Background: an optimization exercise with open tools, aiming at small area, a short achievable clock period and few clock cycles per item. Do not read the settings as production practice.
Only simulation tests tie the RTL to the original design; equivalence was not proved.

## run 2
## decipher
module decipher(
    input wire clk_in,
    input wire rst_in,
    input wire start,
    input wire [127:0] block_in,
    input wire [127:0] key_in,
    output logic [127:0] deciphered_block,
    output logic decipher_complete
);
Size in the first run: ~310 flip-flops, ~390 I/O pins.
export LEC_CHECK = 0
export CAP_MARGIN = 20
export CORE_MARGIN = 2
export CORE_UTILIZATION = 50
export CTS_BUF_LIST = sky130_fd_sc_hd__clkbuf_8
export SETUP_SLACK_MARGIN = 1.3
export SLEW_MARGIN = 20
create_clock -name core_clock -period 8.0 [get_ports {clk_in}]
standard.sh (not shown) runs the stock make flow with config.mk's settings and CLKGATE_MAP_FILE= SYNTH_SCRIPT=/design/flow/synth_recipe.tcl, a recipe that flattens the netlist after the stock synthesis.
==> flow/flow/run.sh <==
#!/bin/bash
# Own flow: the standard layout, except that
#  - synthesis maps the logic with an area-recovering ABC script (flow/abc_speed.script)
#    in place of ORFS's abc_speed.script; registers are mapped before ABC runs, so they
#    are the standard synthesis's;
#  - every input and output port still gets its own buffer, but a buf_1 (the smallest
#    buffer) in place of the clkdlybuf4s50_1 that buffer_ports picks by default.
set -euo pipefail
here=$(pwd)
rm -rf "$here/scripts_synth"
cp -r "$FLOW_HOME/scripts" "$here/scripts_synth"
cp "$here/flow/abc_speed.script" "$here/scripts_synth/abc_speed.script"
export BUFFER_PORTS_ARGS="-buffer_cell sky130_fd_sc_hd__buf_1"
SCRIPTS_DIR="$here/scripts_synth" bash standard.sh synth > "$here/synth.log" 2>&1
bash standard.sh > "$here/layout.log" 2>&1
test -f out/final.def
==> flow/flow/abc_speed.script <==
strash
&get -n
&fraig -x
&put
scorr
dc2
strash
&get -n
&dch -f
&nf -R 1000
&put
buffer -c
topo
stime -c
dnsize -c
Run 2 was carried through to the last stage, and its layout satisfied the timing, DRC and antenna checks.
Testbench counts of run 2, summed over its fixed seeds: cycles 5,376, blocks 256.
--- input diff run 2..run 4 ---
Settings: swapping 50 for 45 in CORE_UTILIZATION.
--- a/flow/flow/run.sh
+++ b/flow/flow/run.sh
@@ -3 +3 @@
-#  - synthesis maps the logic with an area-recovering ABC script (flow/abc_speed.script)
+#  - synthesis maps the logic with an area-recovering ABC script (flow/abc_speed.script, with ABC gate sizing)
--- a/flow/flow/abc_speed.script
+++ b/flow/flow/abc_speed.script
@@ -14,0 +15 @@
+upsize -c
### Flow results
- Compared with run 2, in run 4 wire length went up 2.2 mm, register-to-register slack went up 60 ps.
- Via count of the first global-routing pass went down slightly going from run 2 to run 4.
- Run 4 — compound-gate portion of the synthesized area 0.31 points lower, run 2 as reference
- Between run 4 and run 2, post-route worst hold slack is higher for run 2, run 4 comes in under that.

---

Setup of run A:
decipher, a different RTL version from the one above (not shown whole).
For scale: ~310 flip-flops, about 390 I/O pins, roughly 0.048 mm2 of cells after synthesis.
clock: 8.0 ns
lec_check: 0
cap_margin: 20
core_margin: 2
core_utilization: 45
cts_buf_list: sky130_fd_sc_hd__clkbuf_8
setup_slack_margin: 1.3
slew_margin: 20
==> flow/flow/run.sh <==
#!/bin/bash
# Own flow: the standard layout, except that
#  - synthesis maps the logic with an area-recovering ABC script (flow/abc_speed.script)
#    in place of ORFS's abc_speed.script; registers are mapped before ABC runs, so they
#    are the standard synthesis's;
#  - every input and output port still gets its own buffer, but a buf_1 (the smallest
#    buffer) in place of the clkdlybuf4s50_1 that buffer_ports picks by default.
set -euo pipefail
here=$(pwd)
rm -rf "$here/scripts_synth"
cp -r "$FLOW_HOME/scripts" "$here/scripts_synth"
cp "$here/flow/abc_speed.script" "$here/scripts_synth/abc_speed.script"
export BUFFER_PORTS_ARGS="-buffer_cell sky130_fd_sc_hd__buf_1"
SCRIPTS_DIR="$here/scripts_synth" bash standard.sh synth > "$here/synth.log" 2>&1
bash standard.sh > "$here/layout.log" 2>&1
test -f out/final.def
==> flow/flow/abc_speed.script <==
strash
&get -n
&fraig -x
&put
scorr
dc2
strash
&get -n
&dch -f
&nf -R 1000
&put
buffer -c
topo
stime -c
dnsize -c
Testbench counts of run A, summed over its fixed seeds: cycles 5,376, blocks 256.
--- input diff run A..run B ---
-- flow/config.mk --
<<< run A, line 10
export CORE_UTILIZATION = 45
export CTS_BUF_LIST = sky130_fd_sc_hd__clkbuf_8
export SETUP_SLACK_MARGIN = 1.3
export SLEW_MARGIN = 20
>>> run B, line 10
export CORE_UTILIZATION = 45
export CTS_BUF_LIST = sky130_fd_sc_hd__clkbuf_8
export GPL_ROUTABILITY_DRIVEN = 0
export SETUP_SLACK_MARGIN = 1.15
export SLEW_MARGIN = 20
Results
Per the final summary, run B finished and its layout is clean on timing, DRC and antenna. Run A: no failed stages, no open violations at the end. Via count: run A vs run B, no meaningful difference. Re average size of a mapped cell: no difference whatsoever between run B and run A. The layout clock buffer count of run B is higher than that of run A.
### run B -> run C
==> flow/config.mk <==
export PLATFORM = sky130hd
export DESIGN_NAME = decipher
export DESIGN_NICKNAME = decipher
export VERILOG_FILES = /design/flow/design.v
export SDC_FILE = /design/flow/constraint.sdc
export NUM_CORES = 4
export LEC_CHECK = 0
export CAP_MARGIN = 20
export CORE_MARGIN = 2
export CORE_UTILIZATION = 40
export SETUP_SLACK_MARGIN = 1.3
export SLEW_MARGIN = 20
### Flow results
- Run C was carried through to the last stage, and its layout satisfied the timing, DRC and antenna checks.
- On DRC marker count from the first detailed-route iteration: run C sits below run B.
- Summary of the comparison: utilization is lower in run C, relative to run B.
- Placeable core region went up by more than 10% going from run B to run C.
- Run B and run C ended up with nearly the same deepest clock path buffer count.
- The lower area of combinational cells with multiple inputs came out of run B.
- Diff run B -> run C: cell count saw an increase; via count of the first global-routing pass grew by 1.5%.
- Delta (run C minus run B): via total after detailed routing now larger, setup slack rose 110 ps.
Changes in run D relative to run C:
-- flow/config.mk --
<<< run C, line 8
export CAP_MARGIN = 20
export CORE_MARGIN = 2
export CORE_UTILIZATION = 40
export SETUP_SLACK_MARGIN = 1.3
export SLEW_MARGIN = 20
>>> run D, line 8
export CAP_MARGIN = 20
export CORE_MARGIN = 2
export CORE_UTILIZATION = 48
export CTS_BUF_LIST = sky130_fd_sc_hd__clkbuf_8
export SETUP_SLACK_MARGIN = 1.2
export SLEW_MARGIN = 20
Findings:
Initial detailed-routing violation count | run D above run C
Per the comparison of run D with run C, cell count went down by 306; total of fill cells in the finished design went down by about 20%; worst slew margin relative to its limit went up; utilization of the core after routing rose by 9.0 points.
Compared with run C, run D shows a non-clock buffer count that is 33 lower.
Edits applied to the flow inputs when going from run D to run E:
-- flow/config.mk --
<<< run D, line 8
export CAP_MARGIN = 20
export CORE_MARGIN = 2
export CORE_UTILIZATION = 48
export CTS_BUF_LIST = sky130_fd_sc_hd__clkbuf_8
export SETUP_SLACK_MARGIN = 1.2
export SLEW_MARGIN = 20
>>> run E, line 8
export CAP_MARGIN = 20
export CORE_MARGIN = 2
export CORE_UTILIZATION = 45
export CTS_BUF_LIST = sky130_fd_sc_hd__clkbuf_8
export SETUP_SLACK_MARGIN = 1.15
export SLEW_MARGIN = 20
[summary]
Result for run D and run E: all clean
Delta (run E minus run D): register-to-register slack rose 30 ps; width of the chip rose 3.2%; flip-flop and latch share of the layout cell area about even.
Looking at end point of the critical path, the state[110]$_DFF_P_ result is from run E; the state[9]$_DFF_P_ one comes from run D.
Diff run E..run D | average footprint of a synthesized cell | unchanged

afterwards: timing with drivers on the ports:
In the flow no input, the clock included, has a driving cell. The finished layouts below were timed again as built, in two steps. Step 1 (the two cells are an assumption about what drives the block):
set clk [get_ports {clk_in}]
set_driving_cell -lib_cell sky130_fd_sc_hd__clkbuf_16 $clk
set_driving_cell -lib_cell sky130_fd_sc_hd__buf_2 [delete_from_list [all_inputs] $clk]
Step 2 times the ports against the registers' clock, not the clock port: input delays grow and output delays shrink by t, the midpoint of the rising clock arrivals with the driver on. Slacks: ideal ports / drivers / drivers and shift; pairs: ideal ports / drivers.
| run | shift t [ns] | setup slack, ns | slew at the worst register clock pin (ns) | pins driven straight from the clock port |
|---|---|---|---|---|
| run 2 | 0.773 | 1.303 / 1.303 / 1.097 | 0.07 / 0.07 | 1 |
| run 4 | 0.744 | 1.367 / 1.367 / 0.980 | 0.07 / 0.07 | 1 |
| run A | 0.841 | 1.511 / 1.511 / 1.220 | 0.07 / 0.07 | 1 |
| run B | 0.804 | 1.273 / 1.273 / 0.722 | 0.08 / 0.08 | 1 |
| run C | 0.674 | 1.383 / 1.383 / 1.154 | 0.07 / 0.07 | 1 |
| run D | 0.809 | 1.350 / 1.350 / 1.067 | 0.08 / 0.08 | 1 |
| run E | 0.799 | 1.375 / 1.375 / 0.885 | 0.07 / 0.07 | 1 |
After both steps setup and hold are still met in every run listed. The setup slack of run B, which loses most, moves by 0.000 ns with the drivers and by -0.551 ns with both steps.
